From an optimization exercise on the open Yosys and OpenROAD flow, aimed at small area and a short achievable clock period; shortcuts taken in it are not production practice. At most, simulation tests tie the RTL to the original design; equivalence was not proved. Function not checked in run 1: the RTL went through the layout flow alone. No activity file was given, so power comes from the tool's default toggle rates.

==> flow/design.v <==
module lcm_32(
    input wire [32-1:0] ina, inb,
    input wire clk,
    input wire rst_n,
    output wire [64-1:0] result,
    output reg ready_n);
    reg        gcd_ph, div_ph, mul_ph;    
    reg [31:0] u, v, w;
    reg [5:0]  cnt;
    wire [31:0] y   = mul_ph ? (v & {32{w[0]}}) : ({~v[31:1], 1'b1} & {32{u[0]}});
    wire [16:0] alo  = {1'b0, u[15:0]} + {1'b0, y[15:0]};
    wire [16:0] ahi0 = {1'b0, u[31:16]} + {1'b0, y[31:16]};
    wire [16:0] ahi1 = {1'b0, u[31:16]} + {1'b0, y[31:16]} + 17'd1;
    wire [32:0] a    = {alo[16] ? ahi1 : ahi0, alo[15:0]};
    wire [31:0] ash = {a[32] & mul_ph, a[31:1]};
    assign result = {u, w};
    always @(posedge clk) begin
        if (!rst_n) begin
            gcd_ph  <= 1'b1;
            div_ph  <= 1'b0;
            mul_ph  <= 1'b0;
            u       <= ina;
            v       <= inb;
            cnt     <= 6'd0;
            ready_n <= 1'b1;
        end else if (gcd_ph) begin
            if (u == 32'd0) begin
                u      <= ina;
                cnt[5] <= 1'b1;
                gcd_ph <= 1'b0;
                div_ph <= 1'b1;
            end else if (!u[0]) begin
                u <= ash;
                if (!v[0]) begin
                    v   <= v >> 1;
                    cnt <= cnt + 6'd1;
                end
            end else if (!v[0]) begin
                v <= v >> 1;
            end else if (a[32]) begin  
                u <= ash;
            end else begin
                u <= v;
                v <= u;
            end
        end else if (div_ph) begin
            u   <= ash;
            w   <= {u[0], w[31:1]};
            cnt <= cnt - 6'd1;
            if (cnt == 6'd1) begin
                v      <= inb;
                cnt    <= 6'd32;
                div_ph <= 1'b0;
                mul_ph <= 1'b1;
            end
        end else if (mul_ph) begin
            u   <= ash;
            w   <= {a[0], w[31:1]};
            cnt <= cnt - 6'd1;
            if (cnt == 6'd1) begin
                mul_ph  <= 1'b0;
                ready_n <= 1'b0;
            end
        end
    end
endmodule
==> flow/flow/run.sh <==
#!/bin/bash
# The standard layout (standard.sh: the standard flow's synthesis and the ORFS steps, with
# the design's constraints unchanged), with two settings changed:
#  - ORFS's timing repair is asked to leave a setup margin, so that it also
#    works the paths that already meet the design's clock period;
#  - the buffer put on every input and output port is buf_1.
# standard.sh's full output goes to standard_flow.log.
set -euo pipefail
MARGIN=${MARGIN:-6.4}
bash standard.sh \
    SETUP_SLACK_MARGIN=$MARGIN \
    TNS_END_PERCENT=100 \
    "BUFFER_PORTS_ARGS=-buffer_cell sky130_fd_sc_hd__buf_1" \
    finish > standard_flow.log 2>&1
==> flow/standard.sh <==
#!/bin/bash
# synth_recipe.tcl (not shown) runs the flow's synth.tcl, then flattens the netlist and writes it again
# the make line also repeats each setting of config.mk as NAME=value (left out here)
make -C /OpenROAD-flow-scripts/flow DESIGN_CONFIG=/design/flow/config.mk WORK_HOME=/design/flow/orfs CLKGATE_MAP_FILE= SYNTH_SCRIPT=/design/flow/synth_recipe.tcl "${@:-finish}"
==> flow/config.mk <==
export PLATFORM = sky130hd
export DESIGN_NAME = lcm_32
export DESIGN_NICKNAME = lcm_32
export VERILOG_FILES = /design/flow/design.v
export SDC_FILE = /design/flow/constraint.sdc
export NUM_CORES = 4
export LEC_CHECK = 0
export CAP_MARGIN = 20
export CORE_MARGIN = 2
export CORE_UTILIZATION = 40
export SLEW_MARGIN = 20
==> flow/constraint.sdc <==
create_clock -name core_clock -period 10.0 [get_ports {clk}]
set_input_delay 2.0000 -clock core_clock [delete_from_list [all_inputs] [get_ports {clk}]]
set_output_delay 2.0000 -clock core_clock [all_outputs]
set_load 0.01 [all_outputs]
==> results of run 1 <==
[power groups by stage]
stage                     sequential, uW  clock (uW)  combinational, uW
after floorplan                      773           0               1320
after global placement               820           0               1640
after detailed placement             816           0               1650
after CTS                            801         372               2000
after global routing                 822         389               2320
final                                806         366               2150
[logic make-up after synthesis]
family                   after synthesis
AO/OA/AOI/OAI                        200
XOR/XNOR                              46
adder cells (fa/ha/maj)               40
buffers and inverters                 55
flip-flops                           106
multiplexers                           7
AND/OR/NAND/NOR                      285
[sequential cells by signal, summed over array words and instances (netlist names)]
register and flops:
ready_n 1, gcd_ph 1, div_ph 1, w 32, mul_ph 1, cnt 6, u 32, v 32
[routing by layer]
layer  routed length (um)  track usage [%]  vias to the layer above
li1                     -                -                     3128
met4                  430             7.09                        0
met3                 1650             3.98                       30
met1                10200             34.8                     3206
met5                    0                0                        -
met2                10600             38.0                      286
[final cells by class]
type	count	share of cell area [%]
clock buffer	9	2.45
clock inverter	7	0.830
inverter	18	0.735
multi-input combinational	582	47.0
sequential	106	33.6
tap	225	3.06
timing repair buffer	195	12.3
[synthesized netlist by cell type (2+ instances only)]
| cell type | instances |
|---|---|
| sky130_fd_sc_hd__ha_1 | 38 |
| sky130_fd_sc_hd__inv_1 | 18 |
| sky130_fd_sc_hd__buf_6 | 2 |
| sky130_fd_sc_hd__a221oi_1 | 31 |
| sky130_fd_sc_hd__buf_1 | 2 |
| sky130_fd_sc_hd__edfxtp_1 | 96 |
| sky130_fd_sc_hd__xnor2_1 | 23 |
| sky130_fd_sc_hd__o22ai_1 | 2 |
| sky130_fd_sc_hd__or3_1 | 5 |
| sky130_fd_sc_hd__nor4_1 | 8 |
| sky130_fd_sc_hd__or2_2 | 2 |
| sky130_fd_sc_hd__nand2_1 | 104 |
| sky130_fd_sc_hd__o311ai_1 | 2 |
| sky130_fd_sc_hd__clkbuf_1 | 29 |
| sky130_fd_sc_hd__o21a_1 | 9 |
| sky130_fd_sc_hd__a21boi_0 | 6 |
| sky130_fd_sc_hd__o21bai_1 | 4 |
| sky130_fd_sc_hd__o21ai_1 | 7 |
| sky130_fd_sc_hd__o221ai_1 | 11 |
| sky130_fd_sc_hd__and3_1 | 6 |
| sky130_fd_sc_hd__nand4_1 | 4 |
| sky130_fd_sc_hd__a221o_1 | 14 |
| sky130_fd_sc_hd__nor3b_1 | 2 |
| sky130_fd_sc_hd__nand2b_1 | 2 |
| sky130_fd_sc_hd__dfxtp_1 | 10 |
| sky130_fd_sc_hd__nor3_1 | 9 |
| sky130_fd_sc_hd__a31oi_1 | 5 |
| sky130_fd_sc_hd__a21oi_1 | 23 |
| sky130_fd_sc_hd__a32oi_1 | 5 |
| sky130_fd_sc_hd__mux2_1 | 2 |
| sky130_fd_sc_hd__nor2_1 | 96 |
| sky130_fd_sc_hd__nand3_1 | 17 |
| sky130_fd_sc_hd__nor2b_1 | 6 |
| sky130_fd_sc_hd__o21ai_0 | 44 |
| sky130_fd_sc_hd__a211oi_1 | 2 |
| sky130_fd_sc_hd__mux2_4 | 3 |
| sky130_fd_sc_hd__o211ai_1 | 3 |
| sky130_fd_sc_hd__xor2_1 | 20 |
| sky130_fd_sc_hd__buf_2 | 3 |
| sky130_fd_sc_hd__a21o_1 | 8 |
| sky130_fd_sc_hd__and2_1 | 19 |
| sky130_fd_sc_hd__fa_1 | 2 |
[final timing paths]
kind | slack, ns | endpoint | cells past startpoint | from
setup reg to reg | 5.90 | u[30] | 17 | u[0]
hold / removal | 0.43 | w[0] | 0 | w[1]
setup / recovery | 5.90 | u[30] | 17 | u[0]
hold reg to reg | 0.43 | w[0] | 0 | w[1]
[worst reg2reg max path, cell delays in order, from the launching register on]
cell                       delay [ns]
sky130_fd_sc_hd__edfxtp_1        0.52
sky130_fd_sc_hd__nand2b_4        0.15
sky130_fd_sc_hd__buf_4           0.17
sky130_fd_sc_hd__o21ai_2         0.15
sky130_fd_sc_hd__ha_1            0.29
sky130_fd_sc_hd__a21o_1          0.20
sky130_fd_sc_hd__a21oi_2         0.18
sky130_fd_sc_hd__nand3_2         0.12
sky130_fd_sc_hd__a221oi_4        0.23
sky130_fd_sc_hd__buf_6           0.18
sky130_fd_sc_hd__a21oi_4         0.08
sky130_fd_sc_hd__a31oi_4         0.26
sky130_fd_sc_hd__xnor2_2         0.17
sky130_fd_sc_hd__and4_4          0.33
sky130_fd_sc_hd__xnor2_4         0.21
sky130_fd_sc_hd__o21ai_4         0.12
sky130_fd_sc_hd__buf_6           0.18
sky130_fd_sc_hd__a221o_1         0.31
[repair_timing]
action	CTS	global route
buffers inserted	45	9
gates resized for setup	61	22
pin swaps	38	26
cloned	6	0
setup endpoints to repair	127	63
[stage by stage]
stage	hold slack, ns	area, um^2	util, %	total power, uW
6_report	0.432	9190	52.8	3320
5_1_grt	0.446	9190	52.8	3530
4_1_cts	0.435	9010	51.7	3170
3_5_place_dp	0.432	7990	45.9	2460
3_3_place_gp	0.430	7990	45.9	2460
2_1_floorplan	0.484	7360	-	2090
==> Flow_metrics.wiki, run 1 <==
{| class="wikitable"
! Metric !! Value
|-
| Post-synthesis adder-cell area fraction || 7.19%
|-
| Total of max-cap violations || 0
|-
| Sequential cell area || 3090 um^2
|-
| RSZ-0062 raised after global routing || true
|-
| Synthesized-area fraction occupied by xor and xnor cells || 6.09%
|-
| CP bufs+invs || 3
|-
| Std-Cell Core Area || 17400 um^2
|-
| N_diodes || 0
|-
| Total area of multi-input combinational cells || 4320 um^2
|-
| Count of pins on the block boundary || 131
|-
| Crit-path cells || nand2b_4, buf_4, o21ai_2, ha_1, a21o_1, a21oi_2, nand3_2, a221oi_4, buf_6, a21oi_4, a31oi_4, xnor2_2, and4_4, xnor2_4, o21ai_4, buf_6, a221o_1
|-
| Clock Sink Count || 106
|-
| Post-synthesis mux area share || 1.24%
|-
| Buffers on Ports || 130
|-
| Async set-reset flop share out of synthesis || 0%
|-
| # nets final || 1018
|-
| Number of iterations in the first detailed-routing pass || 5
|-
| Unique cell type count in the Yosys netlist || 77
|-
| Half-perimeter wire length after placement || 14.9 mm
|-
| Portion of the post-synthesis area used by sequential elements || 43.0%
|-
| Overall die width || 138 um
|-
| Lkg Pwr || 0.00334 uW
|-
| Period utilisation layout || 41.0%
|-
| Mapped cell area || 7170 um^2
|-
| Initial antenna violation count || 0
|-
| Count of final hold-check violations || 0
|-
| Proportion of power drawn by flip-flops and latches || 24.3%
|-
| Mapped Cells || 739
|-
| Worst setup path category || register to register
|-
| Chip Height || 138 um
|-
| Most prevalent standard cell on the critical path || sky130_fd_sc_hd__buf_6
|-
| Worst Hold Class || register to register
|-
| Fraction of post-synthesis cell area in the top cell type by area || 40.2%
|-
| Transition at the pin with the smallest max-transition slack || 0.767 ns
|-
| Maximum count of clock buffers along a single path || 2
|-
| Cts hold-fix bufs || 0
|-
| Max Freq || 0.244 GHz
|-
| Clk Latency, worst-skew pair || 0.36 ns
|-
| Critical path startpoint category || register
|-
| Simple-gate portion of the synthesized area || 17.9%
|-
| Number of buffers created by CTS || 9
|-
| Fill cell total of the finished layout || 1638
|-
| Starting DRC count in detailed routing || 629
|-
| Filler-free cell count of the finished design || 1142
|-
| Grt ovf || 0
|-
| Net count after synthesis || 845
|-
| Maximum number of pins on one net before global-route repair || 35
|-
| Ys Warns || 1
|-
| Core Rows || 48
|-
| Int Pwr || 1790 uW
|-
| Cell family contributing the most delay on the critical path || compound AO/OA/AOI/OAI gates
|-
| Number of global-route vias before repair || 6270
|-
| Setup TNS || 0 ns
|-
| Final Max Slew Viols || 0
|-
| Worst-case headroom to the max-slew limit || 48.7%
|-
| Setup ws final || 5.90 ns
|-
| Worst setup slack before clock tree synthesis || 4.52 ns
|-
| Post-route DRC violation count || 0
|-
| Commonest cells after routing, fill and taps aside || sky130_fd_sc_hd__buf_1, sky130_fd_sc_hd__nand2_1, sky130_fd_sc_hd__edfxtp_1
|-
| Residual antenna-violating net count after detailed routing || 0
|-
| H-tree depth reported by CTS || 3
|-
| Post-route minimum period || 4.10 ns
|-
| Library cell with the largest summed area after synthesis || sky130_fd_sc_hd__edfxtp_1
|-
| Flip-flop and latch count after synthesis || 106
|-
| Worst ir drop on vdd || 0.251 mV
|-
| Overall routing resource usage || 24.3%
|-
| Worst path arrival time || 4.21 ns
|-
| Post-Syn Area per Cell || 9.70 um^2
|-
| Fraction of the mapped netlist area in compound gates || 21.4%
|-
| Fraction of layout cells with a size suffix above 1 || 19.0%
|-
| Critical Path RT || 10.11 ns
|-
| Gate power share || 64.7%
|-
| Status || finished clean
|-
| Power per standard cell area || 361 nW/um^2
|-
| Vias after detailed routing || 6650
|-
| Combinational family with the most area after synthesis || compound AO/OA/AOI/OAI gates
|-
| Initial Util || 41.2%
|-
| Syn-to-layout area delta || 28.2%
|-
| Final wirelength || 22.9 mm
|-
| Sw frac || 46.0%
|-
| Commonest register cell after synthesis || sky130_fd_sc_hd__edfxtp_1
|-
| Net switching power || 1530 uW
|-
| Wire length of the first global-routing pass || 35.1 mm
|-
| Largest stage delay on the critical path || 0.52 ns
|-
| Maximum clock skew at final layout || 0.0124 ns
|-
| Largest fanout of any net on the critical path || 7
|-
| Area enclosed by the die boundary || 19000 um^2
|-
| Slowest cell on the critical path || sky130_fd_sc_hd__edfxtp_1
|-
| Number of placed cells counting well taps || 1066
|-
| Weighted congestion at the end of routability-driven global placement || 0.861
|-
| Vias per cell || 5.82
|-
| Leading cell type in the layout, fill and taps excluded || sky130_fd_sc_hd__buf_1
|-
| Share of power burned in the clock network || 11.0%
|-
| Setup violation total in the final timing report || 0
|-
| Largest cells by area after synthesis || sky130_fd_sc_hd__edfxtp_1, sky130_fd_sc_hd__ha_1, sky130_fd_sc_hd__nand2_1
|-
| WL/cell || 20.1 um
|-
| Clock tree from TritonCTS || done
|-
| Clk slew on worst S/H paths || 0.08 ns
|-
| Crit path capture type || register
|-
| Clock tree root buffer cell || sky130_fd_sc_hd__clkbuf_16
|-
| Number of enable-type register cells in the synthesized netlist || 96
|}
==> run 2: changes to the inputs <==
--- a/flow/design.v
+++ b/flow/design.v
@@ -7,13 +7,20 @@
     reg        gcd_ph, div_ph, mul_ph;    
     reg [31:0] u, v, w;
     reg [5:0]  cnt;
-    wire [31:0] y   = mul_ph ? (v & {32{w[0]}}) : ({~v[31:1], 1'b1} & {32{u[0]}});
-    wire [16:0] alo  = {1'b0, u[15:0]} + {1'b0, y[15:0]};
-    wire [16:0] ahi0 = {1'b0, u[31:16]} + {1'b0, y[31:16]};
-    wire [16:0] ahi1 = {1'b0, u[31:16]} + {1'b0, y[31:16]} + 17'd1;
-    wire [32:0] a    = {alo[16] ? ahi1 : ahi0, alo[15:0]};
+    reg         add_q, sub_q;
+    wire [31:0] y   = ({32{add_q}} & v) | ({32{sub_q}} & {~v[31:1], 1'b1});
+    wire [32:0] a   = {1'b0, u} + {1'b0, y};
     wire [31:0] ash = {a[32] & mul_ph, a[31:1]};
     assign result = {u, w};
+    wire u0_nx  = !rst_n ? ina[0] :
+                  gcd_ph ? ((u == 32'd0) ? ina[0] : (!u[0] || (v[0] && a[32])) ? a[1] : 1'b1) :
+                  (div_ph || mul_ph) ? a[1] : u[0];
+    wire w0_nx  = (div_ph || mul_ph) ? w[1] : w[0];
+    wire mul_nx = rst_n && ((div_ph && cnt == 6'd1) || (mul_ph && cnt != 6'd1));
+    always @(posedge clk) begin
+        add_q <= mul_nx & w0_nx;
+        sub_q <= ~mul_nx & u0_nx;
+    end
     always @(posedge clk) begin
         if (!rst_n) begin
             gcd_ph  <= 1'b1;
==> run 2 against run 1 <==
Still clean. Core utilization is 5.0 points lower. Global-route usage shrank 1.9 points. Via count fell by 2.7%. Power fell by 13%. Clock power about the same. Die area down 0.86%. Area after synthesis fell by 0.89%. First-iteration DRC count fell by 1.4%. Wire length shrank 4.7%. Critical path depth down 7. Largest cell class unchanged.
==> Flow_metrics.wiki, run 2 <==
{| class="wikitable"
! Metric !! Value
|-
| Status || finished clean
|-
| Lkg Pwr || 0.00302 uW (-9.8%)
|-
| Length in cells of the worst reg-to-reg path || 10 (-7)
|-
| Number of iterations in the first detailed-routing pass || 5 (unchanged)
|-
| Worst reg-to-reg setup slack || 6.47 ns (+0.57 ns)
|-
| Initial Util || 40.9% (-0.23 points)
|-
| Clock Sink Count || 108 (+1.9%)
|-
| Worst path arrival time || 3.57 ns (-0.64 ns)
|-
| Power Total || 2890 uW (-13%)
|-
| Chip Height || 137 um (-0.43%)
|-
| Crit-path cells || buf_12, mux2_2, ha_1, a21o_1, a211o_1, o221a_1, a21o_1, a31oi_4, o211a_4, o21a_4
|-
| Largest cells by area after synthesis || sky130_fd_sc_hd__edfxtp_1, sky130_fd_sc_hd__ha_1, sky130_fd_sc_hd__mux2_2
|-
| Weighted congestion at the end of routability-driven global placement || 0.914 (+6.1%)
|-
| Hold Path Sink || w[3]
|-
| N_diodes || 0 (unchanged)
|-
| CP bufs+invs || 1 (-2)
|-
| Slowest cell on the critical path || sky130_fd_sc_hd__o21a_4
|-
| Buffers on Ports || 130 (unchanged)
|-
| Power per standard cell area || 348 nW/um^2 (-3.7%)
|-
| Crit path capture type || register
|-
| Vias per cell || 6.15 (+5.6%)
|-
| Maximum number of pins on one net before global-route repair || 35 (unchanged)
|-
| Worst-case headroom to the max-slew limit || 39.6% (-9.1 points)
|-
| Most repeated cell in the gate-level netlist after synthesis || sky130_fd_sc_hd__edfxtp_1
|-
| Mapped Cells || 710 (-3.9%)
|-
| Vias after detailed routing || 6469 (-2.7%)
|-
| WL/cell || 20.8 um (+3.5%)
|-
| Library cell with the largest summed area after synthesis || sky130_fd_sc_hd__edfxtp_1
|-
| Number of buffers created by CTS || 9 (unchanged)
|-
| Overall routing resource usage || 22.4% (-1.9 points)
|-
| Startpoint of the worst hold path || w[4]
|-
| Area enclosed by the die boundary || 18800 um^2 (-0.86%)
|-
| Worst ir drop on vdd || 0.133 mV (-47%)
|-
| Final wirelength || 21.8 mm (-4.7%)
|-
| Commonest register cell after synthesis || sky130_fd_sc_hd__edfxtp_1
|-
| Async set-reset flop share out of synthesis || 0% (unchanged)
|-
| H-tree depth reported by CTS || 3 (unchanged)
|-
| Setup TNS || 0 ns (unchanged)
|-
| Wire length of the first global-routing pass || 32.8 mm (-6.5%)
|-
| RSZ-0062 raised after global routing || false
|-
| Largest fanout of any net on the critical path || 32 (+25)
|-
| Post-Syn Area per Cell || 10.0 um^2 (+3.2%)
|-
| Count of final hold-check violations || 0 (unchanged)
|-
| Top flop regs || u: 32 flops, v: 32 flops, w: 32 flops
|-
| Maximum clock skew at final layout || 0.0102 ns (-0.00224 ns)
|-
| Clk Latency, worst-skew pair || 0.37 ns (about the same)
|-
| Max Freq || 0.284 GHz (+16%)
|-
| Fraction of layout cells with a size suffix above 1 || 11.4% (-7.6 points)
|-
| Overall die width || 137 um (-0.43%)
|-
| Core Rows || 48 (unchanged)
|-
| Starting DRC count in detailed routing || 620 (-1.4%)
|-
| Ys Warns || 1 (unchanged)
|-
| Number of global-route vias before repair || 6161 (-1.7%)
|-
| Leading cell type in the layout, fill and taps excluded || sky130_fd_sc_hd__buf_1
|-
| Final Max Slew Viols || 0 (unchanged)
|-
| Count of pins on the block boundary || 131 (unchanged)
|-
| Portion of the post-synthesis area used by sequential elements || 44.0% (+0.95 points)
|-
| Initial antenna violation count || 0 (unchanged)
|-
| # nets final || 924 (-9.2%)
|-
| Syn-to-layout area delta || 16.8%
|-
| Most prevalent standard cell on the critical path || sky130_fd_sc_hd__a21o_1
|-
| Number of enable-type register cells in the synthesized netlist || 96 (unchanged)
|-
| Fraction of post-synthesis cell area in the top cell type by area || 40.6% (+0.36 points)
|-
| R2R Path End || v[16]
|-
| Critical path startpoint category || register
|-
| Period utilisation layout || 35.3% (-5.7 points)
|-
| Post-route minimum period || 3.53 ns (-0.572 ns)
|-
| Worst Hold Class || register to register
|-
| Net count after synthesis || 812 (-3.9%)
|-
| Residual antenna-violating net count after detailed routing || 0 (unchanged)
|-
| Worst setup path category || register to register
|-
| Std-Cell Core Area || 17400 um^2 (-0.35%)
|-
| Mapped cell area || 7100 um^2 (-0.89%)
|-
| Total of max-cap violations || 0 (unchanged)
|-
| Clock tree root buffer cell || sky130_fd_sc_hd__clkbuf_16
|-
| Critical Path RT || 10.04 ns (-0.07 ns)
|-
| Clk slew on worst S/H paths || 0.08 ns (about the same)
|-
| Top cell types by occurrence after synthesis || sky130_fd_sc_hd__edfxtp_1, sky130_fd_sc_hd__a21oi_1, sky130_fd_sc_hd__nor2_1, sky130_fd_sc_hd__o21ai_0
|-
| Setup violation total in the final timing report || 0 (unchanged)
|-
| Cts hold-fix bufs || 0 (unchanged)
|-
| Maximum count of clock buffers along a single path || 2 (unchanged)
|-
| Commonest cells after routing, fill and taps aside || sky130_fd_sc_hd__buf_1, sky130_fd_sc_hd__edfxtp_1, sky130_fd_sc_hd__a21oi_1
|-
| Post-route DRC violation count || 0 (unchanged)
|-
| Unique cell type count in the Yosys netlist || 60 (-22%)
|-
| Largest stage delay on the critical path || 0.35 ns (-0.17 ns)
|-
| Worst hold path cell count || 0 (unchanged)
|-
| Flip-flop and latch count after synthesis || 108 (+1.9%)
|-
| Clock tree from TritonCTS || done
|-
| Cell family contributing the most delay on the critical path || compound AO/OA/AOI/OAI gates
|-
| Grt ovf || 0 (unchanged)
|-
| Reg-to-Reg Start || sub_q
|-
| Transition at the pin with the smallest max-transition slack || 0.905 ns (+0.138 ns)
|-
| Half-perimeter wire length after placement || 14.1 mm (-4.9%)
|}
run 2: cell count changes after synthesis, sizes merged, moves of 9 or more:
cell,before,now
mux2,6,31
nand2,104,35
xnor2,25,14
o221ai,12,0
a21oi,25,70
a22oi,1,30
a32oi,5,30
a221oi,32,0
a221o,14,0
nor2,96,63
a21o,8,17
and2,20,5
run 2: final cells by class:
type,count,area [um^2]
fill,1683,9060
multi-input combinational,544,3850
sequential,108,3130
timing repair buffer,147,689
tap,225,282
clock buffer,9,225
clock inverter,7,73.8
inverter,12,45.0
run 2: worst reg2reg max path, stage by stage, from the launching register on:
cell and delay, ns:
sky130_fd_sc_hd__dfxtp_1 0.33, sky130_fd_sc_hd__buf_12 0.17, sky130_fd_sc_hd__mux2_2 0.28, sky130_fd_sc_hd__ha_1 0.34, sky130_fd_sc_hd__a21o_1 0.20, sky130_fd_sc_hd__a211o_1 0.28, sky130_fd_sc_hd__o221a_1 0.31, sky130_fd_sc_hd__a21o_1 0.26
sky130_fd_sc_hd__a31oi_4 0.32, sky130_fd_sc_hd__o211a_4 0.35, sky130_fd_sc_hd__o21a_4 0.35
run 2: report_power, final:
group	leakage, uW	switching (uW)	total, uW	internal, uW
Combinational	0.00181	1020	1700	679
Sequential	0.00106	152	817	665
Clock	0.000148	190	368	178
Total	0.00302	1370	2890	1520
run 2: stage by stage:
step	hold WS, ns	area (um^2)	std cells	setup slack, ns	util (%)
final	0.450	8300	1052	6.47	47.8
after detailed placement	0.431	7740	1022	4.70	44.6
after global routing	0.471	8300	1052	6.40	47.8
after floorplan	0.484	7130	710	6.41	-
after global placement	0.438	7740	1022	4.79	44.6
after CTS	0.453	8170	1044	6.41	47.1
run 2: kinds of logic (layout without fill, tap and decap cells):
| family | count (synthesis) | count (layout) | share of synthesized area [%] |
|---|---|---|---|
| flip-flops | 108 | 108 | 44.0 |
| multiplexers | 36 | 36 | 5.62 |
| XOR/XNOR | 29 | 29 | 3.58 |
| AND/OR/NAND/NOR | 177 | 177 | 12.0 |
| buffers and inverters | 62 | 175 | 3.66 |
| adder cells (fa/ha/maj) | 36 | 36 | 6.45 |
| AO/OA/AOI/OAI | 262 | 266 | 24.8 |
run 2: routing by layer:
metal / part of all wire (%) / global-route usage, % / vias up
met5: 0 / 0 / -
met4: 2.5 / 8.13 / 0
met3: 6.2 / 3.38 / 39
met2: 48 / 37.0 / 271
met1: 43 / 29.8 / 3159
li1: - / - / 3000
run 2: what timing repair did:
action | in CTS | in global routing
endpoints found under the setup margin | 112 | 61
setup buffers | 3 | 6
gates resized for setup | 15 | 10
gates cloned | 3 | 2
pin swaps | 3 | 3
run 2: worst max-delay path by stage:
stage | start | to | slack, ns | depth (start not counted)
2_1_floorplan | rst_n | u[10] | 6.41 | 4
3_3_place_gp | rst_n | u[7] | 4.79 | 9
3_5_place_dp | rst_n | u[7] | 4.70 | 9
4_1_cts | rst_n | u[7] | 6.41 | 9
5_1_grt | sub_q | u[29] | 6.40 | 13
6_report | sub_q | v[16] | 6.47 | 10
==> run 3: changes to the inputs <==
--- a/flow/flow/run.sh
+++ b/flow/flow/run.sh
@@ -6,7 +6,7 @@
 #  - the buffer put on every input and output port is buf_1.
 # standard.sh's full output goes to standard_flow.log.
 set -euo pipefail
-MARGIN=${MARGIN:-6.4}
+MARGIN=${MARGIN:-6.6}
 bash standard.sh \
     SETUP_SLACK_MARGIN=$MARGIN \
     TNS_END_PERCENT=100 \
==> run 3 against run 2 <==
First-iteration DRC count is 10% higher. Largest cell class unchanged. Largest power group unchanged. Wire length up 4.4%. Maximum frequency rose by 4.9%. Sequential share of layout area fell by 1.0 points. Final cell count up 1.1%.
==> Flow_metrics.wiki, run 3 <==
{| class="wikitable"
! Metric !! Value
|-
| Total of max-cap violations || 0 (unchanged)
|-
| Net count after synthesis || 812 (unchanged)
|-
| Transition at the pin with the smallest max-transition slack || 1.04 ns (+0.138 ns)
|-
| Length in cells of the worst reg-to-reg path || 11 (+1)
|-
| Core Rows || 48 (unchanged)
|-
| Number of buffers created by CTS || 9 (unchanged)
|-
| Proportion of power drawn by flip-flops and latches || 27.2% (-1.1 points)
|-
| Number of iterations in the first detailed-routing pass || 7 (+2)
|-
| H-tree depth reported by CTS || 3 (unchanged)
|-
| Starting DRC count in detailed routing || 683 (+10%)
|-
| N_diodes || 0 (unchanged)
|-
| Vias after detailed routing || 6463 (-0.093%)
|-
| Post-synthesis adder-cell area fraction || 6.45% (unchanged)
|-
| Overall routing resource usage || 23.4% (+1.0 points)
|-
| Chip Height || 137 um (unchanged)
|-
| Commonest register cell after synthesis || sky130_fd_sc_hd__edfxtp_1
|-
| Worst ir drop on vdd || 0.157 mV (+18%)
|-
| Setup TNS || 0 ns (unchanged)
|-
| Library cell with the largest summed area after synthesis || sky130_fd_sc_hd__edfxtp_1
|-
| Count of final hold-check violations || 0 (unchanged)
|-
| Top cell types by occurrence after synthesis || sky130_fd_sc_hd__edfxtp_1, sky130_fd_sc_hd__a21oi_1, sky130_fd_sc_hd__nor2_1, sky130_fd_sc_hd__o21ai_0
|-
| Share of power burned in the clock network || 12.3% (-0.5 points)
|-
| Period utilisation layout || 33.6% (-1.6 points)
|-
| Max Freq || 0.298 GHz (+4.9%)
|-
| Int Pwr || 1610 uW (+5.7%)
|-
| Clk slew on worst S/H paths || 0.09 ns (about the same)
|-
| Number of enable-type register cells in the synthesized netlist || 96 (unchanged)
|-
| Status || finished clean
|-
| Post-route DRC violation count || 0 (unchanged)
|-
| Net switching power || 1430 uW (+4.9%)
|-
| Simple-gate portion of the synthesized area || 12.0% (unchanged)
|-
| Final Max Slew Viols || 0 (unchanged)
|-
| Post-route minimum period || 3.36 ns (-0.164 ns)
|-
| Residual antenna-violating net count after detailed routing || 0 (unchanged)
|-
| Mapped Cells || 710 (unchanged)
|-
| Largest cells by area after synthesis || sky130_fd_sc_hd__edfxtp_1, sky130_fd_sc_hd__ha_1, sky130_fd_sc_hd__mux2_2
|-
| Critical Path RT || 10.08 ns (+0.04 ns)
|-
| Gate power share || 60.5% (+1.5 points)
|-
| Maximum number of pins on one net before global-route repair || 34 (-2.9%)
|-
| Buffers on Ports || 130 (unchanged)
|-
| Wire length of the first global-routing pass || 33.9 mm (+3.2%)
|-
| Clk Latency, worst-skew pair || 0.37 ns (about the same)
|-
| Setup violation total in the final timing report || 0 (unchanged)
|-
| Overall die width || 137 um (unchanged)
|-
| Portion of the post-synthesis area used by sequential elements || 44.0% (unchanged)
|-
| Ys Warns || 1 (unchanged)
|-
| RSZ-0062 raised after global routing || true
|-
| Post-Syn Area per Cell || 10.0 um^2 (unchanged)
|-
| Crit path capture type || register
|-
| Largest fanout of any net on the critical path || 16 (-50%)
|-
| Syn-to-layout area delta || 20.2%
|-
| Flip-flop and latch count after synthesis || 108 (unchanged)
|-
| Worst reg-to-reg setup slack || 6.64 ns (+0.16 ns)
|-
| Worst setup path category || register to register
|-
| Top flop regs || u: 32 flops, v: 32 flops, w: 32 flops
|-
| Vias per cell || 6.07 (-1.2%)
|-
| # nets final || 936 (+1.3%)
|-
| Fraction of layout cells with a size suffix above 1 || 13.9% (+2.6 points)
|-
| Reg-to-Reg Start || sub_q
|-
| R2R Path End || v[9]
|-
| Initial Util || 40.9% (unchanged)
|-
| Leading cell type in the layout, fill and taps excluded || sky130_fd_sc_hd__buf_1
|-
| Sw frac || 47.1% (-0.19 points)
|-
| Clock tree from TritonCTS || done
|-
| Half-perimeter wire length after placement || 14.4 mm (+1.8%)
|-
| Count of pins on the block boundary || 131 (unchanged)
|-
| Commonest cells after routing, fill and taps aside || sky130_fd_sc_hd__buf_1, sky130_fd_sc_hd__edfxtp_1, sky130_fd_sc_hd__a21oi_1
|-
| Lkg Pwr || 0.00311 uW (+3.0%)
|-
| Number of global-route vias before repair || 6208 (+0.76%)
|-
| Weighted congestion at the end of routability-driven global placement || 0.895 (-2.1%)
|-
| Initial antenna violation count || 0 (unchanged)
|-
| Endpoint of the worst setup timing path || v[9]
|-
| Post-synthesis mux area share || 5.62% (unchanged)
|-
| Std-Cell Core Area || 17400 um^2 (unchanged)
|-
| Combinational family with the most area after synthesis || compound AO/OA/AOI/OAI gates
|-
| Clock tree root buffer cell || sky130_fd_sc_hd__clkbuf_16
|-
| Grt ovf || 0 (unchanged)
|-
| Final wirelength || 22.8 mm (+4.4%)
|-
| Area enclosed by the die boundary || 18800 um^2 (unchanged)
|-
| Power per standard cell area || 356 nW/um^2 (+2.3%)
|-
| Power Total || 3040 uW (+5.3%)
|-
| Fraction of post-synthesis cell area in the top cell type by area || 40.6% (unchanged)
|-
| Mapped cell area || 7100 um^2 (unchanged)
|-
| Worst Hold Class || register to register
|-
| Critical path startpoint category || register
|-
| Most repeated cell in the gate-level netlist after synthesis || sky130_fd_sc_hd__edfxtp_1
|-
| WL/cell || 21.4 um (+3.2%)
|-
| Synthesized-area fraction occupied by xor and xnor cells || 3.58% (unchanged)
|-
| Fraction of the mapped netlist area in compound gates || 24.8% (unchanged)
|-
| Critical path origin || sub_q
|-
| Clock Sink Count || 108 (unchanged)
|-
| Worst path arrival time || 3.44 ns (-0.13 ns)
|-
| Maximum count of clock buffers along a single path || 2 (unchanged)
|-
| Unique cell type count in the Yosys netlist || 60 (unchanged)
|-
| Cts hold-fix bufs || 0 (unchanged)
|-
| Async set-reset flop share out of synthesis || 0% (unchanged)
|-
| Maximum clock skew at final layout || 0.0112 ns (+0.00103 ns)
|-
| Worst-case headroom to the max-slew limit || 30.4% (-9.2 points)
|}
[run 3: cell families after synthesis]
logic type / after synthesis
AND/OR/NAND/NOR: 177
adder cells (fa/ha/maj): 36
AO/OA/AOI/OAI: 262
buffers and inverters: 62
multiplexers: 36
XOR/XNOR: 29
flip-flops: 108
[run 3: per-stage QoR]
| stage | instance area (um^2) | worst slack [ns] | hold WS (ns) | utilization [%] | cells |
|---|---|---|---|---|---|
| floorplan | 7180 | 6.58 | 0.484 | - | 710 |
| global placement | 7740 | 5.35 | 0.436 | 44.6 | 1021 |
| detailed placement | 7780 | 5.25 | 0.430 | 44.8 | 1023 |
| CTS | 8280 | 6.57 | 0.456 | 47.7 | 1052 |
| global route | 8540 | 6.57 | 0.471 | 49.2 | 1064 |
| finish | 8540 | 6.64 | 0.451 | 49.2 | 1064 |
[run 3: worst max-delay path, stage by stage, from the launching register on]
cell and delay, ns:
sky130_fd_sc_hd__dfxtp_4 0.38, sky130_fd_sc_hd__buf_12 0.15, sky130_fd_sc_hd__mux2_4 0.28, sky130_fd_sc_hd__ha_4 0.24, sky130_fd_sc_hd__a21o_1 0.17, sky130_fd_sc_hd__a211o_1 0.26, sky130_fd_sc_hd__o221a_1 0.31, sky130_fd_sc_hd__a21o_1 0.25
sky130_fd_sc_hd__a31oi_4 0.35, sky130_fd_sc_hd__o211a_4 0.34, sky130_fd_sc_hd__o21a_4 0.18, sky130_fd_sc_hd__buf_12 0.14
[run 3: how the worst min path moves through the flow]
stage,depth (start not counted),from,to
after global placement,0,w[31],w[30]
after detailed placement,0,w[28],w[27]
after CTS,0,w[21],w[20]
final,0,w[21],w[20]
after floorplan,2,ready_n,ready_n
after global routing,0,w[21],w[20]
[run 3: layer usage]
metal,wire length (um),global-route usage [%]
met3,1680,3.79
met4,673,9.79
met5,0,0
met2,10700,37.7
met1,9720,31.2
[run 3: power groups by stage]
stage                     logic (uW)  registers [uW]  clock network (uW)
after floorplan                 1200             798                   0
after global placement          1550             832                   0
after detailed placement        1580             831                   0
after CTS                       1680             817                 380
after global routing            2000             842                 399
final                           1840             828                 373
[run 3: layout make-up]
type                            count  area [um^2]
Clock inverter                      7         86.3
Multi-Input combinational cell    546         3950
Tap cell                          225          282
Timing Repair Buffer              157          823
Inverter                           12         45.0
Clock buffer                        9          225
Sequential cell                   108         3130
Fill cell                        1584         8820
[run 3: timing repair]
item,in CTS,in global routing
gates cloned,5,2
resized for setup,17,26
pin swaps,4,9
buffers inserted,8,10
endpoints found under the setup margin,102,64
==> run 4: changes to the inputs <==
--- a/flow/flow/run.sh
+++ b/flow/flow/run.sh
@@ -6,7 +6,7 @@
 #  - the buffer put on every input and output port is buf_1.
 # standard.sh's full output goes to standard_flow.log.
 set -euo pipefail
-MARGIN=${MARGIN:-6.6}
+MARGIN=${MARGIN:-6.7}
 bash standard.sh \
     SETUP_SLACK_MARGIN=$MARGIN \
     TNS_END_PERCENT=100 \
==> run 4 against run 3 <==
Clock power barely moved. Largest power group unchanged. Final cell count rose by 0.47%. Still clean on timing, DRC and antenna. Area after synthesis did not move. Hold slack improved by 0.0053 ns.
==> Flow_metrics.wiki, run 4 <==
{| class="wikitable"
! Metric !! Value
|-
| Commonest register cell after synthesis || sky130_fd_sc_hd__edfxtp_1
|-
| Overall routing resource usage || 23.2% (-0.15 points)
|-
| Post-route DRC violation count || 0 (unchanged)
|-
| Critical Path RT || 10.08 ns (about the same)
|-
| Worst path arrival time || 3.35 ns (-0.09 ns)
|-
| Clk slew on worst S/H paths || 0.09 ns (about the same)
|-
| Power per standard cell area || 359 nW/um^2 (+0.76%)
|-
| Maximum clock skew at final layout || 0.0129 ns (+0.00168 ns)
|-
| Setup violation total in the final timing report || 0 (unchanged)
|-
| Transition at the pin with the smallest max-transition slack || 1.02 ns (-0.0218 ns)
|-
| Clock tree from TritonCTS || done
|-
| Number of placed cells counting well taps || 1022 (-0.098%)
|-
| Std-Cell Core Area || 17400 um^2 (unchanged)
|-
| Maximum count of clock buffers along a single path || 2 (unchanged)
|-
| Number of buffers created by CTS || 9 (unchanged)
|-
| Buffers on Ports || 130 (unchanged)
|-
| Combinational family with the most area after synthesis || compound AO/OA/AOI/OAI gates
|-
| Number of iterations in the first detailed-routing pass || 5 (-2)
|-
| Worst setup path category || register to register
|-
| Vias after detailed routing || 6607 (+2.2%)
|-
| RSZ-0062 raised after global routing || true
|-
| # nets final || 940 (+0.43%)
|-
| Starting DRC count in detailed routing || 839 (+23%)
|-
| Simple-gate portion of the synthesized area || 12.0% (unchanged)
|-
| Leading cell type in the layout, fill and taps excluded || sky130_fd_sc_hd__buf_1
|-
| Ys Warns || 1 (unchanged)
|-
| Library cell with the largest summed area after synthesis || sky130_fd_sc_hd__edfxtp_1
|-
| Portion of the post-synthesis area used by sequential elements || 44.0% (unchanged)
|-
| Net count after synthesis || 812 (unchanged)
|-
| Number of global-route vias before repair || 6300 (+1.5%)
|-
| Clock Sink Count || 108 (unchanged)
|-
| Final Max Slew Viols || 0 (unchanged)
|-
| Post-route minimum period || 3.26 ns (-0.0965 ns)
|-
| Clock tree root buffer cell || sky130_fd_sc_hd__clkbuf_16
|-
| Area enclosed by the die boundary || 18800 um^2 (unchanged)
|-
| Status || finished clean
|-
| Lkg Pwr || 0.00315 uW (+1.4%)
|-
| Residual antenna-violating net count after detailed routing || 0 (unchanged)
|-
| Cts hold-fix bufs || 0 (unchanged)
|-
| Initial Util || 40.9% (unchanged)
|-
| Initial antenna violation count || 1 (+1)
|-
| Power Total || 3100 uW (+1.8%)
|-
| WL/cell || 21.5 um (+0.40%)
|-
| Total of max-cap violations || 0 (unchanged)
|-
| Vias per cell || 6.18 (+1.7%)
|-
| Top flop regs || u: 32 flops, v: 32 flops, w: 32 flops
|-
| Setup TNS || 0 ns (unchanged)
|-
| Most repeated cell in the gate-level netlist after synthesis || sky130_fd_sc_hd__edfxtp_1
|-
| Post-Syn Area per Cell || 10.0 um^2 (unchanged)
|-
| Clk Latency, worst-skew pair || 0.37 ns (about the same)
|-
| Overall die width || 137 um (unchanged)
|-
| Worst setup slack before clock tree synthesis || 5.25 ns (-0.00680 ns)
|-
| Period utilisation layout || 32.6% (-0.97 points)
|-
| Filler-free cell count of the finished design || 1069 (+0.47%)
|-
| Max Freq || 0.306 GHz (+3.0%)
|-
| Count of final hold-check violations || 0 (unchanged)
|-
| Crit path capture type || register
|-
| Largest cells by area after synthesis || sky130_fd_sc_hd__edfxtp_1, sky130_fd_sc_hd__ha_1, sky130_fd_sc_hd__mux2_2
|-
| Largest fanout of any net on the critical path || 12 (-4)
|-
| Maximum number of pins on one net before global-route repair || 34 (unchanged)
|-
| Commonest cells after routing, fill and taps aside || sky130_fd_sc_hd__buf_1, sky130_fd_sc_hd__edfxtp_1, sky130_fd_sc_hd__a21oi_1
|-
| Wire length of the first global-routing pass || 33.7 mm (-0.45%)
|-
| Worst Hold Class || register to register
|-
| Mapped cell area || 7100 um^2 (unchanged)
|-
| Top cell types by occurrence after synthesis || sky130_fd_sc_hd__edfxtp_1, sky130_fd_sc_hd__a21oi_1, sky130_fd_sc_hd__nor2_1, sky130_fd_sc_hd__o21ai_0
|-
| Final wirelength || 23.0 mm (+0.87%)
|-
| Fraction of post-synthesis cell area in the top cell type by area || 40.6% (unchanged)
|-
| Number of enable-type register cells in the synthesized netlist || 96 (unchanged)
|-
| Weighted congestion at the end of routability-driven global placement || 0.897 (+0.19%)
|-
| Worst ir drop on vdd || 0.149 mV (-4.7%)
|-
| H-tree depth reported by CTS || 3 (unchanged)
|-
| Worst-case headroom to the max-slew limit || 31.8% (+1.5 points)
|-
| Synthesized-area fraction occupied by xor and xnor cells || 3.58% (unchanged)
|-
| Critical path startpoint category || register
|-
| Chip Height || 137 um (unchanged)
|-
| Grt ovf || 0 (unchanged)
|-
| Fraction of layout cells with a size suffix above 1 || 14.7% (+0.76 points)
|-
| Setup ws final || 6.74 ns (+0.0965 ns)
|-
| Post-synthesis adder-cell area fraction || 6.45% (unchanged)
|-
| Half-perimeter wire length after placement || 14.3 mm (-1.0%)
|-
| Async set-reset flop share out of synthesis || 0% (unchanged)
|-
| Count of pins on the block boundary || 131 (unchanged)
|-
| Syn-to-layout area delta || 21.5%
|-
| Flip-flop and latch count after synthesis || 108 (unchanged)
|-
| Mapped Cells || 710 (unchanged)
|-
| Core Rows || 48 (unchanged)
|-
| Unique cell type count in the Yosys netlist || 60 (unchanged)
|-
| Fraction of the mapped netlist area in compound gates || 24.8% (unchanged)
|-
| Post-synthesis mux area share || 5.62% (unchanged)
|-
| Min Hold Slack || 0.457 ns (+0.00531 ns)
|}
[run 4: cell counts after synthesis]
No cell type changed its count.
[run 4: report_power, final]
part	internal [uW]	switching, uW
logic	799	1100
registers	666	161
clock network	180	194
[run 4: metal layers]
metal  up-vias  routed length [um]  GRT usage (%)  share of wire (%)
met4         0                 669           9.22                2.9
met5         -                   0              0                  0
met2       327               10900           38.2                 48
met1      3207                9590           30.5                 42
met3        47                1790           4.01                7.8
li1       3026                   -              -                  -
[run 4: path summary, 6_finish.rpt]
path              start  cells after the start    end  slack, ns
hold reg to reg   w[24]                      0  w[23]       0.46
hold / removal    w[24]                      0  w[23]       0.46
setup / recovery  add_q                     11  v[11]       6.74
setup reg to reg  add_q                     11  v[11]       6.74
[run 4: through the flow]
| step | util [%] | cell area (um^2) |
|---|---|---|
| 6_report | 49.7 | 8630 |
| 5_1_grt | 49.7 | 8630 |
| 3_3_place_gp | 44.6 | 7740 |
| 4_1_cts | 48.2 | 8360 |
| 3_5_place_dp | 44.7 | 7770 |
| 2_1_floorplan | - | 7180 |
[run 4: kinds of logic after synthesis]
family / after synthesis
AOI/OAI and AO/OA: 262
buffers and inverters: 62
and+or+nand+nor: 177
muxes: 36
DFF: 108
xor gates and xnor gates: 29
adders and majority gates: 36
[run 4: final cells by class]
cell class / instances / area (um^2)
Clock buffer: 9 / 225
Sequential cell: 108 / 3130
Antenna cell: 1 / 2.50
Clock inverter: 7 / 86.3
Multi-Input combinational cell: 545 / 3940
Tap cell: 225 / 282
Timing Repair Buffer: 162 / 923
Fill cell: 1576 / 8730
Inverter: 12 / 45.0
[run 4: worst max-delay path, stage by stage, from the launching register on]
cell	delay, ns
sky130_fd_sc_hd__dfxtp_4	0.41
sky130_fd_sc_hd__buf_12	0.15
sky130_fd_sc_hd__mux2_4	0.27
sky130_fd_sc_hd__ha_4	0.26
sky130_fd_sc_hd__a21o_1	0.19
sky130_fd_sc_hd__a211o_1	0.22
sky130_fd_sc_hd__o221a_1	0.29
sky130_fd_sc_hd__a21o_1	0.22
sky130_fd_sc_hd__a31oi_4	0.29
sky130_fd_sc_hd__o211a_4	0.34
sky130_fd_sc_hd__o21a_4	0.19
sky130_fd_sc_hd__buf_12	0.14
[run 4: timing repair]
action,in CTS,in global routing
cloned,5,3
endpoints found under the setup margin,127,64
setup buffers,14,8
pin swaps,7,12
gates resized for setup,21,26
==> run 5: changes to the inputs <==
--- a/flow/design.v
+++ b/flow/design.v
@@ -7,29 +7,36 @@
     reg        gcd_ph, div_ph, mul_ph;    
     reg [31:0] u, v, w;
     reg [5:0]  cnt;
+    reg        rst_q;
     reg         add_q, sub_q;
     wire [31:0] y   = ({32{add_q}} & v) | ({32{sub_q}} & {~v[31:1], 1'b1});
     wire [32:0] a   = {1'b0, u} + {1'b0, y};
     wire [31:0] ash = {a[32] & mul_ph, a[31:1]};
     assign result = {u, w};
-    wire u0_nx  = !rst_n ? ina[0] :
+    wire u0_nx  = !rst_q ? ina[0] :
                   gcd_ph ? ((u == 32'd0) ? ina[0] : (!u[0] || (v[0] && a[32])) ? a[1] : 1'b1) :
                   (div_ph || mul_ph) ? a[1] : u[0];
     wire w0_nx  = (div_ph || mul_ph) ? w[1] : w[0];
-    wire mul_nx = rst_n && ((div_ph && cnt == 6'd1) || (mul_ph && cnt != 6'd1));
+    wire mul_nx = rst_q && ((div_ph && cnt == 6'd1) || (mul_ph && cnt != 6'd1));
     always @(posedge clk) begin
         add_q <= mul_nx & w0_nx;
         sub_q <= ~mul_nx & u0_nx;
     end
     always @(posedge clk) begin
-        if (!rst_n) begin
+        rst_q <= rst_n;
+        if (!rst_n || !rst_q)
+            ready_n <= 1'b1;
+        else if (mul_ph && cnt == 6'd1)
+            ready_n <= 1'b0;
+    end
+    always @(posedge clk) begin
+        if (!rst_q) begin
             gcd_ph  <= 1'b1;
             div_ph  <= 1'b0;
             mul_ph  <= 1'b0;
             u       <= ina;
             v       <= inb;
             cnt     <= 6'd0;
-            ready_n <= 1'b1;
         end else if (gcd_ph) begin
             if (u == 32'd0) begin
                 u      <= ina;
@@ -64,10 +71,7 @@
             u   <= ash;
             w   <= {a[0], w[31:1]};
             cnt <= cnt - 6'd1;
-            if (cnt == 6'd1) begin
-                mul_ph  <= 1'b0;
-                ready_n <= 1'b0;
-            end
+            if (cnt == 6'd1) mul_ph <= 1'b0;
         end
     end
 endmodule
--- a/flow/flow/run.sh
+++ b/flow/flow/run.sh
@@ -6,7 +6,7 @@
 #  - the buffer put on every input and output port is buf_1.
 # standard.sh's full output goes to standard_flow.log.
 set -euo pipefail
-MARGIN=${MARGIN:-6.7}
+MARGIN=${MARGIN:-6.4}
 bash standard.sh \
     SETUP_SLACK_MARGIN=$MARGIN \
     TNS_END_PERCENT=100 \
==> run 5 against run 4 <==
Core utilization down 2.0 points. Count of clock-buffer cells in the layout unchanged. Final area down 5.0%. Sequential share of layout area up 2.2 points. Critical path depth up 2. Largest cell class unchanged. Non-clock buffer count down 11. Still clean.
==> Flow_metrics.wiki, run 5 <==
{| class="wikitable"
! Metric !! Value
|-
| Status || finished clean
|-
| Worst setup slack before clock tree synthesis || 5.36 ns (+0.113 ns)
|-
| Startpoint of the worst hold path || w[27]
|-
| Crit path capture type || register
|-
| Initial Util || 40.5% (-0.44 points)
|-
| Lkg Pwr || 0.00295 uW (-6.4%)
|-
| Clock Sink Count || 109 (+0.93%)
|-
| Half-perimeter wire length after placement || 13.5 mm (-5.4%)
|-
| Std-Cell Core Area || 17200 um^2 (-1.0%)
|-
| Number of iterations in the first detailed-routing pass || 5 (unchanged)
|-
| Clock tree root buffer cell || sky130_fd_sc_hd__clkbuf_16
|-
| Commonest register cell after synthesis || sky130_fd_sc_hd__edfxtp_1
|-
| Final Max Slew Viols || 0 (unchanged)
|-
| N_diodes || 0 (-1)
|-
| Max Freq || 0.293 GHz (-4.3%)
|-
| Total of max-cap violations || 0 (unchanged)
|-
| Overall routing resource usage || 21.2% (-2.0 points)
|-
| Clock tree from TritonCTS || done
|-
| Maximum clock skew at final layout || 0.0101 ns (-0.00279 ns)
|-
| Mapped cell area || 6960 um^2 (-2.1%)
|-
| Core Rows || 48 (unchanged)
|-
| Period utilisation layout || 34.1% (+1.5 points)
|-
| Met3 Use GR || 4.33% (+0.31 points)
|-
| Maximum number of pins on one net before global-route repair || 68 (+100%)
|-
| Global routing usage on met1 || 30.4% (-0.13 points)
|-
| Largest fanout of any net on the critical path || 18 (+6)
|-
| Setup violation total in the final timing report || 0 (unchanged)
|-
| Setup TNS || 0 ns (unchanged)
|-
| Post-route minimum period || 3.41 ns (+0.147 ns)
|-
| Net count after synthesis || 796 (-2.0%)
|-
| Fraction of layout cells with a size suffix above 1 || 11.7% (-3.0 points)
|-
| Portion of the post-synthesis area used by sequential elements || 45.2% (+1.2 points)
|-
| Worst ir drop on vdd || 0.134 mV (-11%)
|-
| Library cell with the largest summed area after synthesis || sky130_fd_sc_hd__edfxtp_1
|-
| Worst path arrival time || 3.54 ns (+0.19 ns)
|-
| Clk slew on worst S/H paths || 0.09 ns (about the same)
|-
| Unique cell type count in the Yosys netlist || 63 (+5.0%)
|-
| Busiest layer in global routing || met2
|-
| Commonest cells after routing, fill and taps aside || sky130_fd_sc_hd__buf_1, sky130_fd_sc_hd__edfxtp_1, sky130_fd_sc_hd__a21oi_1
|-
| Worst-case headroom to the max-slew limit || 47.1% (+15 points)
|-
| Mapped Cells || 694 (-2.3%)
|-
| Final wirelength || 19.9 mm (-14%)
|-
| Count of final hold-check violations || 0 (unchanged)
|-
| Async set-reset flop share out of synthesis || 0% (unchanged)
|-
| Reg-to-Reg Start || sub_q
|-
| Starting DRC count in detailed routing || 471 (-44%)
|-
| Vias per cell || 5.77 (-6.6%)
|-
| H-tree depth reported by CTS || 3 (unchanged)
|-
| Leading cell type in the layout, fill and taps excluded || sky130_fd_sc_hd__buf_1
|-
| Wire length of the first global-routing pass || 30.3 mm (-10%)
|-
| Critical Path RT || 10.13 ns (+0.05 ns)
|-
| Largest cells by area after synthesis || sky130_fd_sc_hd__edfxtp_1, sky130_fd_sc_hd__ha_1, sky130_fd_sc_hd__a22oi_1
|-
| Number of global-route vias before repair || 5598 (-11%)
|-
| Cts hold-fix bufs || 0 (unchanged)
|-
| Overall die width || 136 um (-1.0%)
|-
| Setup ws final || 6.59 ns (-0.147 ns)
|-
| RSZ-0062 raised after global routing || true
|-
| Number of enable-type register cells in the synthesized netlist || 96 (unchanged)
|-
| Residual antenna-violating net count after detailed routing || 0 (unchanged)
|-
| Worst setup path category || register to register
|-
| Weighted congestion at the end of routability-driven global placement || 0.915 (+2.1%)
|-
| Hold Path Sink || w[26]
|-
| Worst Hold Class || register to register
|-
| Ys Warns || 1 (unchanged)
|-
| Length in cells of the worst reg-to-reg path || 13 (+2)
|-
| Fraction of post-synthesis cell area in the top cell type by area || 41.4% (+0.87 points)
|-
| Chip Height || 136 um (-1.0%)
|-
| Area enclosed by the die boundary || 18500 um^2 (-2.0%)
|-
| Worst hold path cell count || 0 (unchanged)
|-
| Post-Syn Area per Cell || 10.0 um^2 (+0.16%)
|-
| Clk Latency, worst-skew pair || 0.37 ns (about the same)
|-
| Top cell types by occurrence after synthesis || sky130_fd_sc_hd__edfxtp_1, sky130_fd_sc_hd__a21oi_1, sky130_fd_sc_hd__nor2_1, sky130_fd_sc_hd__a22oi_1, sky130_fd_sc_hd__o21ai_0
|-
| Buffers on Ports || 130 (unchanged)
|-
| Vias after detailed routing || 6047 (-8.5%)
|-
| Critical path startpoint category || register
|-
| Syn-to-layout area delta || 17.8%
|-
| R2R Path End || u[12]
|-
| Initial antenna violation count || 0 (-1)
|-
| Min Hold Slack || 0.455 ns (-0.00196 ns)
|-
| # nets final || 920 (-2.1%)
|-
| Grt ovf || 0 (unchanged)
|-
| Most repeated cell in the gate-level netlist after synthesis || sky130_fd_sc_hd__edfxtp_1
|-
| Flip-flop and latch count after synthesis || 109 (+0.93%)
|-
| Post-route DRC violation count || 0 (unchanged)
|-
| Power per standard cell area || 324 nW/um^2 (-9.6%)
|-
| Count of pins on the block boundary || 131 (unchanged)
|-
| Top flop regs || u: 32 flops, v: 32 flops, w: 32 flops
|-
| Number of buffers created by CTS || 9 (unchanged)
|-
| Maximum count of clock buffers along a single path || 2 (unchanged)
|-
| Routing usage on met2 || 33.2% (-4.9 points)
|-
| WL/cell || 19.0 um (-12%)
|-
| Transition at the pin with the smallest max-transition slack || 0.792 ns (-0.229 ns)
|-
| Worst reg-to-reg setup slack || 6.59 ns (-0.15 ns)
|}
[run 5: cells by family after synthesis]
family	after synthesis	share of synthesized area, %
and+or+nand+nor	169	11.5
buffers and inverters	54	3.26
xor gates and xnor gates	30	3.78
DFF	109	45.2
adders and majority gates	36	6.58
AOI/OAI and AO/OA	262	24.2
muxes	34	5.47
[run 5: metrics by stage]
step	instance area, um^2	total power (uW)	std cells	util, %
CTS	8090	2620	1042	47.1
detailed placement	7640	2190	1017	44.5
floorplan	6970	1830	694	-
finish	8200	2660	1048	47.7
global placement	7640	2200	1017	44.5
global route	8200	2850	1048	47.7
[run 5: worst max-delay path by stage]
stage / start / end / slack (ns) / depth (start not counted)
after CTS: add_q / u[12] / 6.41 / 13
after global routing: v[15] / u[12] / 6.38 / 11
after floorplan: sub_q / v[10] / 6.49 / 12
after global placement: sub_q / v[18] / 5.50 / 10
after detailed placement: sub_q / v[18] / 5.36 / 10
final: sub_q / u[12] / 6.59 / 13
[run 5: critical path, cell delays in order, from the launching register on]
cell                        delay (ns)
sky130_fd_sc_hd__dfxtp_4          0.46
sky130_fd_sc_hd__a21o_1           0.11
sky130_fd_sc_hd__ha_1             0.17
sky130_fd_sc_hd__inv_1            0.07
sky130_fd_sc_hd__fa_1             0.41
sky130_fd_sc_hd__nand2b_1         0.18
sky130_fd_sc_hd__a21o_1           0.19
sky130_fd_sc_hd__a211oi_2         0.27
sky130_fd_sc_hd__o2111ai_2        0.19
sky130_fd_sc_hd__a21oi_2          0.29
sky130_fd_sc_hd__and4b_4          0.25
sky130_fd_sc_hd__buf_4            0.20
sky130_fd_sc_hd__a22o_1           0.24
sky130_fd_sc_hd__a21o_1           0.14
[run 5: layout make-up]
type	instances	area [um^2]
multi-input combinational	532	3680
clock buffer	9	225
tap	225	282
timing repair buffer	151	698
sequential	109	3150
clock inverter	7	101
inverter	15	56.3
fill	1712	8980
[run 5: report_power, final]
part	switching, uW	internal, uW
Clock	202	184
Combinational	848	611
Sequential	156	659
[run 5: layer usage]
layer,share of wire (%),vias to the layer above
met4,1.1,0
met2,45,228
li1,-,2918
met3,7.3,19
met1,46,2882
met5,0,-
[run 5: what timing repair did]
action                                  in CTS  in global routing
buffers inserted                             8                  5
pin swaps                                    2                  2
gates resized for setup                      7                 10
cloned                                       1                  0
endpoints found under the setup margin      63                 57
==> run 6: changes to the inputs <==
--- a/flow/flow/run.sh
+++ b/flow/flow/run.sh
@@ -6,7 +6,7 @@
 #  - the buffer put on every input and output port is buf_1.
 # standard.sh's full output goes to standard_flow.log.
 set -euo pipefail
-MARGIN=${MARGIN:-6.4}
+MARGIN=${MARGIN:-6.8}
 bash standard.sh \
     SETUP_SLACK_MARGIN=$MARGIN \
     TNS_END_PERCENT=100 \
==> run 6 against run 5 <==
Still clean. Setup slack gained 0.16 ns. Sequential share of layout area is 3.1 points lower. Area after synthesis did not move. Non-clock buffer count up 19. Hold slack got worse by 0.0011 ns. Combinational power rose by 25%. Clock power up 4%. Die area is the same. Sequential power up 2.5%. Highest routed layer unchanged.
==> Flow_metrics.wiki, run 6 <==
{| class="wikitable"
! Metric !! Value
|-
| Status || finished clean
|-
| Clk Latency, worst-skew pair || 0.37 ns (about the same)
|-
| Lkg Pwr || 0.00312 uW (+5.7%)
|-
| WL/cell || 19.9 um (+4.9%)
|-
| Worst setup path category || register to register
|-
| Post-route minimum period || 3.25 ns (-0.158 ns)
|-
| Total of max-cap violations || 0 (unchanged)
|-
| R2R Path End || v[17]
|-
| Portion of the post-synthesis area used by sequential elements || 45.2% (unchanged)
|-
| Sum of met3 wire segment lengths after detailed routing || 1.18 mm (-19%)
|-
| Maximum clock skew at final layout || 0.0106 ns (+0.000509 ns)
|-
| Std-Cell Core Area || 17200 um^2 (unchanged)
|-
| Overall routing resource usage || 22.1% (+0.92 points)
|-
| Startpoint of the worst hold path || w[2]
|-
| Worst reg-to-reg setup slack || 6.75 ns (+0.16 ns)
|-
| Leading cell type in the layout, fill and taps excluded || sky130_fd_sc_hd__buf_1
|-
| Post-Syn Area per Cell || 10.0 um^2 (unchanged)
|-
| Mapped Cells || 694 (unchanged)
|-
| Largest cells by area after synthesis || sky130_fd_sc_hd__edfxtp_1, sky130_fd_sc_hd__ha_1, sky130_fd_sc_hd__a22oi_1
|-
| Vias per cell || 5.77 (about the same)
|-
| Residual antenna-violating net count after detailed routing || 0 (unchanged)
|-
| Most repeated cell in the gate-level netlist after synthesis || sky130_fd_sc_hd__edfxtp_1
|-
| Count of pins on the block boundary || 131 (unchanged)
|-
| Starting DRC count in detailed routing || 488 (+3.6%)
|-
| Wire length of the first global-routing pass || 31.1 mm (+2.8%)
|-
| Cell family contributing the most delay on the critical path || compound AO/OA/AOI/OAI gates
|-
| Clock Sink Count || 109 (unchanged)
|-
| Half-perimeter wire length after placement || 13.5 mm (+0.39%)
|-
| Number of global-route vias before repair || 5666 (+1.2%)
|-
| Library cell with the largest summed area after synthesis || sky130_fd_sc_hd__edfxtp_1
|-
| CP bufs+invs || 3 (+1)
|-
| Ys Warns || 1 (unchanged)
|-
| Worst ir drop on vdd || 0.139 mV (+4.1%)
|-
| H-tree depth reported by CTS || 3 (unchanged)
|-
| Top flop regs || u: 32 flops, v: 32 flops, w: 32 flops
|-
| Post-route DRC violation count || 0 (unchanged)
|-
| Area enclosed by the die boundary || 18500 um^2 (unchanged)
|-
| Clk slew on worst S/H paths || 0.08 ns (about the same)
|-
| Fraction of post-synthesis cell area in the top cell type by area || 41.4% (unchanged)
|-
| Clock tree root buffer cell || sky130_fd_sc_hd__clkbuf_16
|-
| Maximum count of clock buffers along a single path || 2 (unchanged)
|-
| Largest stage delay on the critical path || 0.38 ns (-0.08 ns)
|-
| Weighted congestion at the end of routability-driven global placement || 0.870 (-4.9%)
|-
| Net count after synthesis || 796 (unchanged)
|-
| DR WL met2 || 9.68 mm (+7.5%)
|-
| N_diodes || 0 (unchanged)
|-
| Async set-reset flop share out of synthesis || 0% (unchanged)
|-
| Buffers on Ports || 130 (unchanged)
|-
| RSZ-0062 raised after global routing || true
|-
| Critical Path RT || 10.08 ns (-0.05 ns)
|-
| Crit path capture type || register
|-
| Power Total || 3060 uW (+15%)
|-
| Worst Hold Class || register to register
|-
| Unique cell type count in the Yosys netlist || 63 (unchanged)
|-
| Crit-path cells || buf_4, mux2_2, ha_4, a21oi_4, o21ai_2, a221o_1, a311oi_2, a21oi_4, buf_4, nor2b_4, nand2_4, a31oi_4, buf_12
|-
| Final Max Slew Viols || 0 (unchanged)
|-
| Worst hold path cell count || 0 (unchanged)
|-
| Top cell types by occurrence after synthesis || sky130_fd_sc_hd__edfxtp_1, sky130_fd_sc_hd__a21oi_1, sky130_fd_sc_hd__nor2_1, sky130_fd_sc_hd__a22oi_1, sky130_fd_sc_hd__o21ai_0
|-
| # nets final || 940 (+2.2%)
|-
| Transition at the pin with the smallest max-transition slack || 1.05 ns (+0.262 ns)
|-
| Worst-case headroom to the max-slew limit || 29.6% (-17 points)
|-
| Period utilisation layout || 32.5% (-1.6 points)
|-
| Vias after detailed routing || 6162 (+1.9%)
|-
| M1 WL || 10.0 mm (+9.1%)
|-
| Critical path startpoint category || register
|-
| Initial antenna violation count || 0 (unchanged)
|-
| Setup violation total in the final timing report || 0 (unchanged)
|-
| Commonest register cell after synthesis || sky130_fd_sc_hd__edfxtp_1
|-
| Grt ovf || 0 (unchanged)
|-
| Maximum number of pins on one net before global-route repair || 68 (unchanged)
|-
| Number of iterations in the first detailed-routing pass || 5 (unchanged)
|-
| Mapped cell area || 6960 um^2 (unchanged)
|-
| Commonest cells after routing, fill and taps aside || sky130_fd_sc_hd__buf_1, sky130_fd_sc_hd__edfxtp_1, sky130_fd_sc_hd__a21oi_1
|-
| Fraction of layout cells with a size suffix above 1 || 20.6% (+9.0 points)
|-
| Hold Path Sink || w[1]
|-
| Length in cells of the worst reg-to-reg path || 13 (unchanged)
|-
| Highest metal layer used by the detailed router || met4
|-
| Chip Height || 136 um (unchanged)
|-
| Worst path arrival time || 3.33 ns (-0.21 ns)
|-
| Setup TNS || 0 ns (unchanged)
|-
| Syn-to-layout area delta || 28.3%
|-
| Power per standard cell area || 343 nW/um^2 (+5.6%)
|-
| Initial Util || 40.5% (unchanged)
|-
| Count of final hold-check violations || 0 (unchanged)
|-
| Number of enable-type register cells in the synthesized netlist || 96 (unchanged)
|-
| Overall die width || 136 um (unchanged)
|-
| Core Rows || 48 (unchanged)
|-
| Reg-to-Reg Start || sub_q
|-
| Fill cell total of the finished layout || 1597 (-6.7%)
|-
| Largest fanout of any net on the critical path || 16 (-2)
|-
| Flip-flop and latch count after synthesis || 109 (unchanged)
|-
| Max Freq || 0.307 GHz (+4.9%)
|-
| Slowest cell on the critical path || sky130_fd_sc_hd__dfxtp_4
|-
| Number of buffers created by CTS || 9 (unchanged)
|-
| Clock tree from TritonCTS || done
|-
| Final wirelength || 21.2 mm (+6.9%)
|}
==> run 6: cell counts after synthesis <==
Identical to the previous run, type by type.
==> run 6: worst max path at each step <==
stage / from / end / slack (ns) / cells after the start
floorplan: sub_q / v[10] / 6.71 / 12
global placement: sub_q / v[16] / 5.73 / 10
detailed placement: sub_q / v[16] / 5.62 / 10
CTS: sub_q / u[29] / 6.79 / 12
global route: sub_q / v[17] / 6.65 / 14
finish: sub_q / v[17] / 6.75 / 13
==> run 6: stage by stage <==
stage,area (um^2),hold slack (ns),worst slack [ns],utilization (%),instances
finish,8920,0.454,6.75,51.9,1068
global route,8920,0.460,6.65,51.9,1068
CTS,8420,0.454,6.79,49.0,1053
detailed placement,7650,0.435,5.62,44.6,1016
global placement,7620,0.431,5.73,44.4,1015
floorplan,6990,0.453,6.71,-,694
==> run 6: metal layers <==
layer,vias to the layer above,GRT usage [%]
met4,0,7.52
met3,19,3.32
met5,-,0
met2,193,33.9
met1,2972,32.1
li1,2978,-
==> run 6: timing repair <==
item,4_1_cts,5_1_grt
gates cloned,2,1
pin swaps,9,35
endpoints found under the setup margin,65,64
resized for setup,50,75
setup buffers,19,13
hold buffers,0,0
==> run 6: layout make-up <==
cell class                 instances  area (um^2)  area share (%)
clock buffer                       9          225            2.52
clock inverter                     7          106            1.19
inverter                          15         56.3           0.631
multi-input combinational        533         4190            47.0
sequential                       109         3150            35.3
tap                              225          282            3.16
timing repair buffer             170          908            10.2
==> run 6: kinds of logic after synthesis <==
family	count (synthesis)	share of synthesized area, %
adders and majority gates	36	6.58
DFF	109	45.2
and+or+nand+nor	169	11.5
buffers and inverters	54	3.26
xor gates and xnor gates	30	3.78
AOI/OAI and AO/OA	262	24.2
muxes	34	5.47
==> run 6: power by group <==
part / total (uW) / internal (uW) / switching [uW]
Sequential: 835 / 660 / 174
Clock: 402 / 224 / 178
Combinational: 1820 / 844 / 977
Total: 3060 / 1730 / 1330

[separate check: timing with driven ports]
The flow's constraints put no driver on any port. The routed layouts listed below were extracted and timed again, unchanged, in two steps.
Step 1 assumes that a clkbuf_16 drives the clock port and a buf_2 every other input.
Step 2 also shifts input and output timing later by t, the mid clock arrival at the registers, as if the neighbouring blocks saw the same clock.
a / b / c = no drivers / after step 1 / after step 2; a / b = the first two.
| run | t, ns | setup slack, ns | hold WS [ns] |
|---|---|---|---|
| run 1 | 0.398 | 5.903 / 5.903 / 5.806 | 0.432 / 0.432 / 0.432 |
| run 2 | 0.405 | 6.475 / 6.475 / 6.139 | 0.450 / 0.450 / 0.450 |
| run 3 | 0.401 | 6.639 / 6.639 / 6.282 | 0.451 / 0.451 / 0.451 |
| run 4 | 0.408 | 6.735 / 6.731 / 6.365 | 0.457 / 0.457 / 0.457 |
| run 5 | 0.409 | 6.589 / 6.589 / 6.589 | 0.455 / 0.455 / 0.455 |
| run 6 | 0.412 | 6.747 / 6.747 / 6.747 | 0.454 / 0.454 / 0.454 |
After both steps every run listed still meets setup and hold. The setup slack of run 4, which loses most, moves by -0.004 ns with the drivers and by -0.370 ns with both steps.
